This design comes from an exercise in tuning for small area and a short achievable clock period on the open sky130 flow, not from production work. At most, simulation tests tie the RTL to the original design; equivalence was not proved. The RTL of run 2 was laid out without a check of its function.

## flow/design.v (module list and top-level ports; edited modules follow where they fit)
// module addmuladd_3_stage_signed_18_bit_xor_reduction: 1175 lines
module addmuladd_3_stage_signed_18_bit_xor_reduction(
	input signed [17:0] a,
	input signed [17:0] b,
	input signed [17:0] c,
	input signed [17:0] d,
	output [17:0] out,
	input clk);
  // ...
==> flow/flow/run.sh <==
#!/bin/bash
# The standard layout (standard.sh), with these changes:
#  - after the standard synthesis, inverters around full-adder cells are removed by
#    flipping the polarity of full adders (invopt.py); registers are not touched;
#  - ports are buffered with buf_1 cells (the resizer upsizes them where timing needs it);
#  - timing repair aims at a larger setup margin than the design's clock needs, so
#    the layout is optimised for the period it achieves.
set -euo pipefail
MARGIN=6.8
R=$PWD/orfs/results/sky130hd/addmuladd_3_stage_signed_18_bit_xor_reduction/base
bash standard.sh $R/1_2_yosys.v > synth.log 2>&1
cp $R/1_2_yosys.v $R/1_2_yosys_std.v
python3 flow/invopt.py $R/1_2_yosys_std.v $R/1_2_yosys.v > invopt.log 2>&1
bash standard.sh SETUP_SLACK_MARGIN=$MARGIN "BUFFER_PORTS_ARGS=-buffer_cell sky130_fd_sc_hd__buf_1" finish > layout.log 2>&1
==> flow/flow/invopt.py <==
#!/usr/bin/env python3
"""Remove inverters around full adders in a flat Yosys netlist.

A full adder is self-dual: FA(~a, ~b, ~c) = (~sum, ~cout). Flipping a full adder
(feeding it the complements of its inputs and taking the complements of its outputs)
leaves the function of the netlist unchanged. Greedily flip the sky130 fa cells
where this lowers the number of inverter cells. Registers are left untouched.
usage: invopt.py IN.v OUT.v
"""
import re, sys

src = open(sys.argv[1]).read()
m_first = re.search(r'^\s*sky130_fd_sc_hd__\w+\s', src, re.M)
m_end = src.rfind('endmodule')
head = src[:m_first.start()]
cell_txt = src[m_first.start():m_end]
assert 'assign' not in cell_txt, 'assign statements are not handled'

cell_re = re.compile(r'(sky130_fd_sc_hd__\w+)\s+(\\\S+\s|\S+)\s*\((.*?)\);', re.S)
pin_re = re.compile(r'\.(\w+)\(\s*(\\\S+\s|[^()\s]+)\s*\)')
OUTPINS = {'X', 'Y', 'Q', 'Q_N', 'SUM', 'COUT', 'HI', 'LO'}

cells = {}   # name -> [type, {pin: net}]
order = []
for m in cell_re.finditer(cell_txt):
    typ, name, body = m.group(1), m.group(2).strip(), m.group(3)
    pins = {p: n.strip() for p, n in pin_re.findall(body)}
    cells[name] = [typ, pins]
    order.append(name)

# ports and other fixed loads
ports_out = set()
for m in re.finditer(r'^\s*output\s+(\[(\d+):(\d+)\]\s*)?(\S+);', head, re.M):
    if m.group(1):
        hi, lo = int(m.group(2)), int(m.group(3))
        for i in range(min(hi, lo), max(hi, lo) + 1): ports_out.add(f"{m.group(4)}[{i}]")
    else:
        ports_out.add(m.group(4))

def is_inv(t): return re.match(r'sky130_fd_sc_hd__(clk)?inv_\d+$', t) is not None
def is_fa(t): return re.match(r'sky130_fd_sc_hd__fa_\d+$', t) is not None

driver = {}
loads = {}
def rebuild():
    driver.clear(); loads.clear()
    for name, (typ, pins) in cells.items():
        for p, n in pins.items():
            if p in OUTPINS: driver[n] = (name, p)
            else: loads.setdefault(n, []).append((name, p))
rebuild()

def nloads(n):
    return len(loads.get(n, [])) + (1 if n in ports_out else 0)

newid = [0]
new_wires = []
def fresh():
    newid[0] += 1
    n = f"_invopt_{newid[0]}_"
    new_wires.append(n)
    return n

def connect(cell, pin, net):
    old = cells[cell][1][pin]
    if old == net: return
    loads[old].remove((cell, pin))
    cells[cell][1][pin] = net
    loads.setdefault(net, []).append((cell, pin))

def inverted_of(net):
    """Net carrying ~net, and the number of inverters this adds (0 or 1)."""
    d = driver.get(net)
    if d and is_inv(cells[d[0]][0]):
        return cells[d[0]][1]['A'], 0
    for (c, p) in loads.get(net, []):
        if is_inv(cells[c][0]):
            return cells[c][1]['Y'], 0
    return None, 1

def add_inv(a, y):
    newid[0] += 1
    name = f"_invopt_cell_{newid[0]}_"
    cells[name] = ['sky130_fd_sc_hd__inv_1', {'A': a, 'Y': y}]
    order.append(name)
    driver[y] = (name, 'Y')
    loads.setdefault(a, []).append((name, 'A'))

def remove_dead_invs():
    removed = 0
    changed = True
    while changed:
        changed = False
        for name in list(cells):
            typ, pins = cells[name]
            if is_inv(typ) and nloads(pins['Y']) == 0:
                loads[pins['A']].remove((name, 'A'))
                del driver[pins['Y']]
                del cells[name]
                removed += 1
                changed = True
    return removed

def count_invs():
    return sum(1 for t, _ in cells.values() if is_inv(t))

def flip_cost(f):
    """Estimated change in inverter count if full adder f is flipped."""
    typ, pins = cells[f]
    delta = 0
    seen = {}
    for p in ('A', 'B', 'CIN'):
        n = pins[p]
        if n in seen: continue
        seen[n] = 1
        d = driver.get(n)
        if d and is_inv(cells[d[0]][0]):
            users = sum(1 for q in ('A', 'B', 'CIN') if pins[q] == n)
            if nloads(n) == users: delta -= 1
        else:
            _, c = inverted_of(n)
            delta += c
    for p in ('SUM', 'COUT'):
        n = pins[p]
        ls = loads.get(n, [])
        inv_loads = [c for c, q in ls if is_inv(cells[c][0]) and cells[c][1]['Y'] not in ports_out]
        others = len(ls) - len(inv_loads) + (1 if n in ports_out else 0)
        delta -= len(inv_loads)
        if others: delta += 1
    return delta

def flip(f):
    typ, pins = cells[f]
    for p in ('A', 'B', 'CIN'):
        n = pins[p]
        m, c = inverted_of(n)
        if m is None:
            m = fresh()
            add_inv(n, m)
        connect(f, p, m)
    for p in ('SUM', 'COUT'):
        n = pins[p]
        ls = list(loads.get(n, []))
        inv_loads = [c for c, q in ls if is_inv(cells[c][0]) and cells[c][1]['Y'] not in ports_out]
        others = [(c, q) for c, q in ls if c not in inv_loads]
        newn = fresh()
        del driver[n]
        pins[p] = newn
        driver[newn] = (f, p)
        # inverters on the old output now just pass the new output through
        for ic in inv_loads:
            y = cells[ic][1]['Y']
            for (c, q) in list(loads.get(y, [])):
                connect(c, q, newn)
            if y in ports_out:
                # keep the inverter's output net (port); drive it from newn via a buffer-free path:
                # leave the inverter, it now must invert the new net twice -> keep original structure
                pass
        if others or n in ports_out:
            add_inv(newn, n)
        else:
            loads.pop(n, None)
        for ic in inv_loads:
            y = cells[ic][1]['Y']
            if y in ports_out:
                continue
            # the inverter reads the old net n; drop it
            if ic in cells:
                a = cells[ic][1]['A']
                if (ic, 'A') in loads.get(a, []): loads[a].remove((ic, 'A'))
                del driver[y]
                del cells[ic]
    remove_dead_invs()

XOR_TOGGLE = {}
for k in ('xor2', 'xor3'):
    for sz in ('1', '2', '4'):
        XOR_TOGGLE[f'sky130_fd_sc_hd__{k}_{sz}'] = f'sky130_fd_sc_hd__x{"n" + k[1:]}_{sz}'
        XOR_TOGGLE[f'sky130_fd_sc_hd__x{"n" + k[1:]}_{sz}'] = f'sky130_fd_sc_hd__{k}_{sz}'

def outpin(t):
    return 'Y' if re.match(r'sky130_fd_sc_hd__xnor2_', t) else 'X'

def toggle(x):
    typ, pins = cells[x]
    o = outpin(typ)
    net = pins.pop(o)
    cells[x][0] = XOR_TOGGLE[typ]
    o2 = outpin(cells[x][0])
    pins[o2] = net
    driver[net] = (x, o2)

def absorb_xor():
    """Fold inverters into xor/xnor gates that drive them or that they drive."""
    n = 0
    for name in list(cells):
        if name not in cells: continue
        typ, pins = cells[name]
        if not is_inv(typ): continue
        a, y = pins['A'], pins['Y']
        if y in ports_out: continue
        d = driver.get(a)
        # xor gate driving only this inverter: toggle it and drop the inverter
        if d and cells[d[0]][0] in XOR_TOGGLE and nloads(a) == 1:
            x = d[0]
            loads[a].remove((name, 'A'))
            del driver[y]
            del cells[name]
            cells[x][1][d[1]] = y
            del driver[a]
            driver[y] = (x, d[1])
            toggle(x)
            n += 1
            continue
        # xor gates read the inverter's output: read its input and toggle
        for (c, p) in list(loads.get(y, [])):
            if cells[c][0] in XOR_TOGGLE:
                toggle(c)
                connect(c, p, a)
                n += 1
    remove_dead_invs()
    return n

before = count_invs()
remove_dead_invs()
fas = [n for n in order if n in cells and is_fa(cells[n][0])]
for it in range(10):
    improved = 0
    for f in fas:
        if flip_cost(f) < 0:
            b = count_invs()
            flip(f)
            a = count_invs()
            improved += b - a
    b = count_invs()
    absorb_xor()
    improved += b - count_invs()
    if improved <= 0: break
after = count_invs()
sys.stderr.write(f"invopt: inverters {before} -> {after}\n")

def fmt(n): return n + ' ' if n.startswith('\\') else n
out = [head.rstrip('\n') + '\n']
for w in new_wires:
    out.append(f"  wire {w};\n")
for name in order:
    if name not in cells: continue
    typ, pins = cells[name]
    pl = ",\n".join(f"    .{p}({fmt(n)})" for p, n in pins.items())
    out.append(f"  {typ} {fmt(name)} (\n{pl}\n  );\n")
out.append("endmodule\n")
open(sys.argv[2], 'w').write(''.join(out))
==> flow/standard.sh <==
#!/bin/bash
# synth_recipe.tcl (not shown) runs the flow's synth.tcl, then flattens the netlist and writes it again
# the make line also repeats each setting of config.mk as NAME=value (left out here)
make -C /OpenROAD-flow-scripts/flow DESIGN_CONFIG=/design/flow/config.mk WORK_HOME=/design/flow/orfs CLKGATE_MAP_FILE= SYNTH_SCRIPT=/design/flow/synth_recipe.tcl "${@:-finish}"
==> flow/config.mk <==
export PLATFORM = sky130hd
export DESIGN_NAME = addmuladd_3_stage_signed_18_bit_xor_reduction
export DESIGN_NICKNAME = addmuladd_3_stage_signed_18_bit_xor_reduction
export VERILOG_FILES = /design/flow/design.v
export SDC_FILE = /design/flow/constraint.sdc
export NUM_CORES = 4
export LEC_CHECK = 0
export ABC_AREA = 1
export CAP_MARGIN = 20
export CORE_MARGIN = 2
export CORE_UTILIZATION = 40
export CTS_BUF_LIST = sky130_fd_sc_hd__clkbuf_4 sky130_fd_sc_hd__clkbuf_8
export SLEW_MARGIN = 20
==> flow/constraint.sdc <==
create_clock -name core_clock -period 10.0 [get_ports {clk}]
set_input_delay 2.0000 -clock core_clock [delete_from_list [all_inputs] [get_ports {clk}]]
set_output_delay 2.0000 -clock core_clock [all_outputs]
set_load 0.01 [all_outputs]
==> results.cfg, run 1 <==
[final_layout]
regArea_sq_um = 3210
post_route_cells_drive_above_1_share_pct = 11.7
final_cell_mix = 236 x sky130_fd_sc_hd__nand2_1, 181 x sky130_fd_sc_hd__inv_1, 162 x sky130_fd_sc_hd__o22ai_1
multi_input_combinational_area_share_pct = 64.9
largest_register_by_flop_count = q_r

[sta]
fin_hold_ws_ns = 0.463
final-setup-viol-count = 0
finalWorstPathRequiredPeriod_ns = 3.26
maxSlewHeadroom_pct = 42.3

[clocking]
clock_latency_ns = 0.49
cts_repair_resize_count = 30
cts_tree = done
cts_hold_buffers = 0

[outcome]
outcome = complete, no violations

[setup_path]
reg2regPathDepth = 6
cp.required_ns = 8.00
timing.setup.critical_path_class = flop to primary output
startpoint_type = flop

[die]
floorplan.initialDensity_pct = 40.6
rows = 67

[detailed_routing]
remaining_drc_errors = 0
drt-total-wl_microns = 35600
met2RoutedLength_microns = 15800
route.top_layer_used = met4

[placement]
post-dp-hpwl_microns = 26600
port_buffers = 73

[flow_run]
max-cap-violations = 0
==> run 2, diff against run 1 <==
--- a/flow/design.v
+++ b/flow/design.v
@@ -1159,17 +1159,15 @@
 	assign hs341 = pp8_18 ^ fc340;
 	assign hc342 = pp8_18 & fc340;
 	always @(posedge clk) begin
 		q_r <= {hc342, pp8_19, hs341, fs339, hc338, hs337, fc334, fs333, hc330, hs329, fc324, fs323, hc318, hs317, hc302, fc300, fs307, fc298, hs301, fs289, fc278, fc268, fs277, fc266, fs275, fs267, fc254, fs253, fc240, fs251, fs239, fc226, fs237, fc224, fs225, fc210, fs223, fc194, fs209, fc192, fs207, fs193, fc176, fs191, fs175, fc158, fs173, fc156, fs157, fs155, fc140, fs139, fc124, fs137, fs123, fc108, fs121, fs107, fc94, fs105, fs93, fc80, fs91, hc72, fc70, fs79, fs77, fc68, hs71, hc60, hs59, hc50, hs49, fs47, hs39, fs37, hs31, fs29, hs23, fs21, hs17, fs15, hs11, fs9, hs7, fs5, hs3, pp0_1, hs1, pp0_0};
 	end
 	wire [35:0] x = {q88, 1'b1, q85, q83, q81, q79, q77, fc310, q75, fc292, hc282, fc270, hc258, fc244, hc230, fc214, hc198, fc180, hc162, hc144, hc128, hc112, hc98, fs95, fs81, q20, q18, q16, q14, q12, q10, q8, q6, q4, q2, q0};
 	wire [35:0] y = {q89, q87, q86, q84, q82, q80, q78, q76, fs309, q71, fs291, hs281, fs269, hs257, fs243, hs229, fs213, hs197, fs179, hs161, hs143, hs127, hs111, hs97, hs83, q21, q19, q17, q15, q13, q11, q9, q7, q5, q3, q1};
 	wire [35:0] r = x + y;
-	reg [3:0] par_r;
+	reg [1:0] par_r;
 	always @(posedge clk) begin
-		par_r[0] <= ^r[8:0];
-		par_r[1] <= ^r[17:9];
-		par_r[2] <= ^r[26:18];
-		par_r[3] <= ^r[35:27];
+		par_r[0] <= ^r[17:0];
+		par_r[1] <= ^r[35:18];
 	end
 	assign out = {17'd0, ^par_r};
 endmodule
==> flow/flow/run.sh (replaced) <==
#!/bin/bash
# The standard layout (standard.sh), with these changes:
#  - after the standard synthesis, inverters around full-adder cells are removed by
#    flipping the polarity of full adders (invopt.py); registers are not touched;
#  - ports are buffered with buf_1 cells (the resizer upsizes them where timing needs it);
#  - timing repair aims at a larger setup margin than the design's clock needs, so
#    the layout is optimised for the period it achieves.
set -euo pipefail
MARGIN=6.9
R=$PWD/orfs/results/sky130hd/addmuladd_3_stage_signed_18_bit_xor_reduction/base
bash standard.sh $R/1_2_yosys.v > synth.log 2>&1
cp $R/1_2_yosys.v $R/1_2_yosys_std.v
python3 flow/invopt2.py $R/1_2_yosys_std.v $R/1_2_yosys.v > invopt.log 2>&1
bash standard.sh SETUP_SLACK_MARGIN=$MARGIN "BUFFER_PORTS_ARGS=-buffer_cell sky130_fd_sc_hd__buf_1" finish > layout.log 2>&1
==> flow/flow/invopt2.py (new file) <==
#!/usr/bin/env python3
"""Global inverter minimisation around full adders in a flat Yosys netlist.

A full adder is self-dual: FA(~a, ~b, ~c) = (~sum, ~cout), so each sky130 fa cell may be
"flipped" (fed the complements of its inputs, giving the complements of its outputs)
without changing the function of the netlist. xor/xnor gates absorb an inverted input
by swapping xor <-> xnor, and an xor/xnor driver can give either polarity the same way.
This script removes every inverter, chooses the flips by local search to need as few
inverters as possible, and puts back one inverter per net that some load needs inverted.
Flip-flops and ports are not changed.
usage: invopt2.py IN.v OUT.v
"""
import re, sys, random

src = open(sys.argv[1]).read()
m_first = re.search(r'^\s*sky130_fd_sc_hd__\w+\s', src, re.M)
m_end = src.rfind('endmodule')
head = src[:m_first.start()]
cell_txt = src[m_first.start():m_end]
assert 'assign' not in cell_txt, 'assign statements are not handled'

cell_re = re.compile(r'(sky130_fd_sc_hd__\w+)\s+(\\\S+\s|\S+)\s*\((.*?)\);', re.S)
pin_re = re.compile(r'\.(\w+)\(\s*(\\\S+\s|[^()\s]+)\s*\)')
OUTPINS = {'X', 'Y', 'Q', 'Q_N', 'SUM', 'COUT', 'HI', 'LO'}

cells = {}
order = []
for m in cell_re.finditer(cell_txt):
    typ, name, body = m.group(1), m.group(2).strip(), m.group(3)
    cells[name] = [typ, {p: n.strip() for p, n in pin_re.findall(body)}]
    order.append(name)

ports_out = set()
for m in re.finditer(r'^\s*output\s+(\[(\d+):(\d+)\]\s*)?(\S+);', head, re.M):
    if m.group(1):
        hi, lo = int(m.group(2)), int(m.group(3))
        for i in range(min(hi, lo), max(hi, lo) + 1): ports_out.add(f"{m.group(4)}[{i}]")
    else:
        ports_out.add(m.group(4))

def kind(t):
    b = re.sub(r'^sky130_fd_sc_hd__', '', t)
    if re.match(r'(clk)?inv(lp)?_\d+$', b): return 'inv'
    if re.match(r'fa_\d+$', b): return 'fa'
    if re.match(r'x(n)?or[23]_\d+$', b): return 'xor'
    return 'other'

TOGGLE = {}
for k in ('2', '3'):
    for sz in ('1', '2', '4'):
        TOGGLE[f'sky130_fd_sc_hd__xor{k}_{sz}'] = f'sky130_fd_sc_hd__xnor{k}_{sz}'
        TOGGLE[f'sky130_fd_sc_hd__xnor{k}_{sz}'] = f'sky130_fd_sc_hd__xor{k}_{sz}'
def outpin(t): return 'Y' if re.match(r'sky130_fd_sc_hd__xnor2_', t) else 'X'

# inverters that drive ports stay as ordinary cells
invs = {n for n, (t, p) in cells.items() if kind(t) == 'inv' and p['Y'] not in ports_out}
for n, (t, p) in cells.items():
    if kind(t) == 'xor': assert t in TOGGLE, t
driver = {}
for n, (t, p) in cells.items():
    for pin, net in p.items():
        if pin in OUTPINS: driver[net] = (n, pin)

def resolve(net):
    par = 0
    while net in driver and driver[net][0] in invs:
        net = cells[driver[net][0]][1]['A']; par ^= 1
    return net, par

# sinks per root: (cell, pin, parity); ports as (None, net, parity)
sinks = {}
for n, (t, p) in cells.items():
    if n in invs: continue
    for pin, net in p.items():
        if pin in OUTPINS: continue
        r, q = resolve(net)
        sinks.setdefault(r, []).append((n, pin, q))
for net in ports_out:
    r, q = resolve(net)
    if r != net or net not in driver:
        sinks.setdefault(r, []).append((None, net, q))

fas = [n for n in order if kind(cells[n][0]) == 'fa']
pinned = set()
for f in fas:
    for pin in ('SUM', 'COUT'):
        if cells[f][1][pin] in ports_out: pinned.add(f)
phi = {f: 0 for f in fas}

def root_drv(r):
    d = driver.get(r)
    return d[0] if d else None

def root_cost(r):
    d = root_drv(r)
    pd = phi.get(d, 0) if d else 0
    s0 = s1 = False
    for (c, pin, q) in sinks.get(r, []):
        if c is not None and kind(cells[c][0]) == 'xor': continue
        need = q ^ (phi.get(c, 0) if c else 0) ^ pd
        if need: s1 = True
        else: s0 = True
    if d and kind(cells[d][0]) == 'xor' and r not in ports_out:
        return 1 if (s0 and s1) else 0
    return 1 if s1 else 0

roots = set(sinks)
fa_roots = {}
for f in fas:
    rs = set()
    t, p = cells[f]
    for pin, net in p.items():
        rs.add(resolve(net)[0] if pin not in OUTPINS else net)
    fa_roots[f] = [r for r in rs if r in roots]

def total():
    return sum(root_cost(r) for r in roots)

def delta(f):
    rs = fa_roots[f]
    b = sum(root_cost(r) for r in rs)
    phi[f] ^= 1
    a = sum(root_cost(r) for r in rs)
    phi[f] ^= 1
    return a - b

def descend():
    improved = True
    while improved:
        improved = False
        for f in fas:
            if f in pinned: continue
            if delta(f) < 0:
                phi[f] ^= 1; improved = True

before = len(invs)
descend()
best = dict(phi); best_cost = total()
rng = random.Random(1)
for it in range(60):
    phi.update(best)
    for f in rng.sample(fas, max(1, len(fas) // 10)):
        if f not in pinned: phi[f] ^= 1
    descend()
    c = total()
    if c < best_cost:
        best, best_cost = dict(phi), c
phi.update(best)

# rebuild
for n in invs: del cells[n]
new_wires = []
cnt = [0]
for r in sorted(roots):
    d = root_drv(r)
    pd = phi.get(d, 0) if d else 0
    need = []
    for (c, pin, q) in sinks[r]:
        nd = q ^ (phi.get(c, 0) if c else 0) ^ pd
        need.append((c, pin, nd))
    nonx = [x for x in need if x[0] is None or kind(cells[x[0]][0]) != 'xor']
    if d and kind(cells[d][0]) == 'xor' and r not in ports_out and nonx and all(x[2] for x in nonx):
        # give the inverted polarity at the driver
        t = cells[d][0]; o = outpin(t)
        cells[d][0] = TOGGLE[t]; del cells[d][1][o]; cells[d][1][outpin(cells[d][0])] = r
        need = [(c, pin, nd ^ 1) for (c, pin, nd) in need]
    rn = None
    for (c, pin, nd) in need:
        if c is not None and kind(cells[c][0]) == 'xor':
            cells[c][1][pin] = r
            if nd:
                t = cells[c][0]; o = outpin(t); on = cells[c][1].pop(o)
                cells[c][0] = TOGGLE[t]; cells[c][1][outpin(cells[c][0])] = on
            continue
        if c is None:
            # output port: its net must carry the value
            if nd == 0 and pin == r: continue
            cnt[0] += 1
            if nd:
                cells[f"_invopt_cell_{cnt[0]}_"] = ['sky130_fd_sc_hd__inv_1', {'A': r, 'Y': pin}]
            else:
                cells[f"_invopt_cell_{cnt[0]}_"] = ['sky130_fd_sc_hd__buf_1', {'A': r, 'X': pin}]
            order.append(f"_invopt_cell_{cnt[0]}_")
            continue
        if nd:
            if rn is None:
                cnt[0] += 1
                rn = f"_invopt_n{cnt[0]}_"
                new_wires.append(rn)
                cells[f"_invopt_cell_{cnt[0]}_"] = ['sky130_fd_sc_hd__inv_1', {'A': r, 'Y': rn}]
                order.append(f"_invopt_cell_{cnt[0]}_")
            cells[c][1][pin] = rn
        else:
            cells[c][1][pin] = r
after = sum(1 for t, p in cells.values() if kind(t) == 'inv')
sys.stderr.write(f"invopt2: inverters {before} -> {after} (flipped {sum(phi.values())} of {len(fas)} full adders)\n")

def fmt(n): return n + ' ' if n.startswith('\\') else n
out = [head.rstrip('\n') + '\n']
for w in new_wires: out.append(f"  wire {w};\n")
for name in order:
    if name not in cells: continue
    typ, pins = cells[name]
    pl = ",\n".join(f"    .{p}({fmt(n)})" for p, n in pins.items())
    out.append(f"  {typ} {fmt(name)} (\n{pl}\n  );\n")
out.append("endmodule\n")
open(sys.argv[2], 'w').write(''.join(out))
removed: flow/flow/invopt.py
==> run 2 against run 1 <==
Effect of this change: maximum frequency is 1.3% higher; die area fell by 0.24%; first-iteration DRC count is 2.7% lower; critical path depth rose by 19; non-clock buffer count grew 33; area after synthesis shrank 0.25%; synthesized cell count grew 1.2%; sequential share of layout area down 1.1 points; final area is 4.4% higher; clock-buffer cell count did not move; utilization up 2.1 points.
==> results.cfg, run 2 <==
[sta]
finalMaxSlewViolations = 0
report.final.hold_viol_count = 0
max_clock_freq_mhz = 310
fin_worst_skew_ns = 0.0190
min_period_over_period_pct = 32.2
setup_slack_ns = 6.78
maxSlewHeadroom_pct = 63.6
tightestPinTransition_ns = 0.545
rsz0062_at_grt = true
setup_total_negative_slack_ns = 0
final-setup-viol-count = 0
finalWorstPathRequiredPeriod_ns = 3.22

[die]
io_pins = 91
rows = 67
floorplan.core_area_sq_um = 33500
die_height_microns = 189
floorplan.die.width_microns = 189
floorplan.initialDensity_pct = 40.6
die-area_sq_um = 35500

[placement]
placed_cell_area_sq_um = 14300
finalWeightedCongestion = 0.883
port_buffers = 73
post-dp-hpwl_microns = 26900
post_place_setup_slack_ns = 6.20

[setup_path]
rr_startpoint = q_r[42]
critical_path_arrival_ns = 3.59
regToRegSetupSlack_ns = 6.78
timing.setup.critical_path_class = flop to flop
path_max_fanout = 4
regToRegEndpoint = par_r[1]
worstSetupEndpointType = flop
reg2regPathDepth = 22
startpoint_type = flop
cp.required_ns = 10.37
critical_path.startpoint = q_r[42]

[grt]
grt_antenna_before_repair = 0
vias_in_the_first_global_route = 11094
grt_overflow_total = 0
grt_max_degree = 22
track_usage_pct = 21.2
grt_pass1_wl_microns = 59700

[detailed_routing]
first_pass_iters = 5
drt_iter0_markers = 943
route.vias.total = 11047
wl_per_cell_microns = 17.2
remaining_drc_errors = 0
route.detailed.vias_per_inst = 5.15
drt-total-wl_microns = 36900
drtAntennaViolNets = 0

[final_layout]
finalNetCount = 1982
flip_flop_count_of_the_largest_register_after_layout = 90
fillerInstances = 3288
largest_register_by_flop_count = q_r
syn_to_final_growth_pct = 15.8
layout.cells.most_common = sky130_fd_sc_hd__nand2_1
area_of_combinational_cells_with_multiple_inputs_sq_um = 10200
regArea_sq_um = 3190
reg_top3 = q_r (90), sn_r (19), c_r (18)
final_cell_mix = 253 x sky130_fd_sc_hd__nand2_1, 163 x sky130_fd_sc_hd__inv_1, 162 x sky130_fd_sc_hd__o22ai_1
cell_area_after_layout_sq_um = 15800
post_route_cells_drive_above_1_share_pct = 18.1
antennaDiodeCount = 0

[clocking]
clock_tree.buffer_depth = 2
clk_pin_slew_ns = 0.10
clock_latency_ns = 0.47
cts_tree = done
ctsRootBufferMaster = sky130_fd_sc_hd__clkbuf_8
cts_hold_buffers = 0
cts_htree_levels = 4
cts-buffers-inserted = 17
cts_sinks = 156

[hold_path]
hold_critical_path_depth = 1
hold_start = c_r[1]
hold_path.class = flop to flop
whs_endpoint = q_r[3]

[logic_synthesis]
postSynthCellCount = 1634
yosys_warnings = 1
synthesis.area_per_instance_sq_um = 8.34
cell_area_after_technology_mapping_sq_um = 13600

[outcome]
outcome = complete, no violations

[flow_run]
max-cap-violations = 0
-- run 2: worst max path at each step --
stage	to	slack, ns	depth (start not counted)
finish	par_r[1]	6.78	22
global route	par_r[1]	6.52	23
CTS	par_r[1]	6.74	22
detailed placement	sn_r[18]	6.20	13
global placement	sn_r[18]	6.21	13
floorplan	sn_r[18]	6.51	12
-- run 2: layer usage --
| layer | share of wire [%] | routed length, microns | global-route usage [%] | vias to the layer above |
|---|---|---|---|---|
| li1 | - | - | - | 5304 |
| met1 | 46 | 17000 | 30.2 | 5273 |
| met2 | 45 | 16500 | 33.0 | 427 |
| met3 | 7.4 | 2750 | 3.74 | 43 |
| met4 | 1.8 | 649 | 5.95 | 0 |
| met5 | 0 | 0 | 0 | - |
-- run 2: per-stage QoR --
stage	std cells	utilization (%)	hold WS [ns]
2_1_floorplan	1650	-	0.420
3_3_place_gp	2070	42.5	0.462
3_5_place_dp	2070	42.5	0.459
4_1_cts	2122	45.6	0.483
5_1_grt	2145	47.0	0.506
6_report	2145	47.0	0.476
-- run 2: repair_timing --
item                                   CTS  global route
pin swaps                               46            47
resized for setup                      144            84
endpoints found under the hold margin    0             0
buffers inserted                        20            23
cloned                                   0             0
setup endpoints to repair               36            25
-- run 2: final cells by class --
cell class	instances	share of cell area [%]
well taps	448	3.55
inverters	179	4.40
repair buffers	123	4.56
multi-input cells	1207	64.9
clock inverters	13	0.674
clock buffers	19	1.66
flip-flops and latches	156	20.2
-- run 2: critical path, stage by stage (launching register included) --
cell                      delay [ns]
sky130_fd_sc_hd__dfxtp_2        0.33
sky130_fd_sc_hd__fa_1           0.56
sky130_fd_sc_hd__fa_1           0.46
sky130_fd_sc_hd__ha_4           0.33
sky130_fd_sc_hd__nand2_4        0.08
sky130_fd_sc_hd__nor2_4         0.14
sky130_fd_sc_hd__inv_2          0.07
sky130_fd_sc_hd__nor2_2         0.13
sky130_fd_sc_hd__nand2_2        0.10
sky130_fd_sc_hd__nand2_2        0.09
sky130_fd_sc_hd__nand2_1        0.06
sky130_fd_sc_hd__nand3_1        0.07
sky130_fd_sc_hd__nand2_1        0.09
sky130_fd_sc_hd__inv_1          0.08
sky130_fd_sc_hd__nand2_1        0.05
sky130_fd_sc_hd__nand2_1        0.06
sky130_fd_sc_hd__nand3_1        0.07
sky130_fd_sc_hd__nand2_2        0.09
sky130_fd_sc_hd__inv_2          0.04
sky130_fd_sc_hd__nand2_2        0.06
sky130_fd_sc_hd__nand2_1        0.05
sky130_fd_sc_hd__nand2_1        0.05
sky130_fd_sc_hd__nand2_1        0.06

[static timing again, ports no longer ideal]
The results above use ideal ports. As a check the final layouts listed here were re-extracted and re-timed, cells and wires unchanged. Step 1 (the two cells are an assumption about what drives the block):
set clk [get_ports {clk}]
set_driving_cell -lib_cell sky130_fd_sc_hd__clkbuf_16 $clk
set_driving_cell -lib_cell sky130_fd_sc_hd__buf_2 [delete_from_list [all_inputs] $clk]
Step 2 adds t to the input delays and takes it off the output delays; t is the mean of the earliest and latest rising clock arrival at the registers after step 1. Input paths then give back, and output paths get back, about the clock's delay inside the block. a / b / c = no drivers / after step 1 / after step 2; a / b = the first two.
run | t, ns | slack for setup (ns) | worst setup path after step 2
run 1 | 0.514 | 6.736 / 6.697 / 6.308 | input to register
run 2 | 0.505 | 6.777 / 6.777 / 6.311 | input to register
After both steps setup and hold are still met in every run listed. For run 2, which loses most, drivers alone change the setup slack by 0.000 ns; drivers and shift together by -0.466 ns.
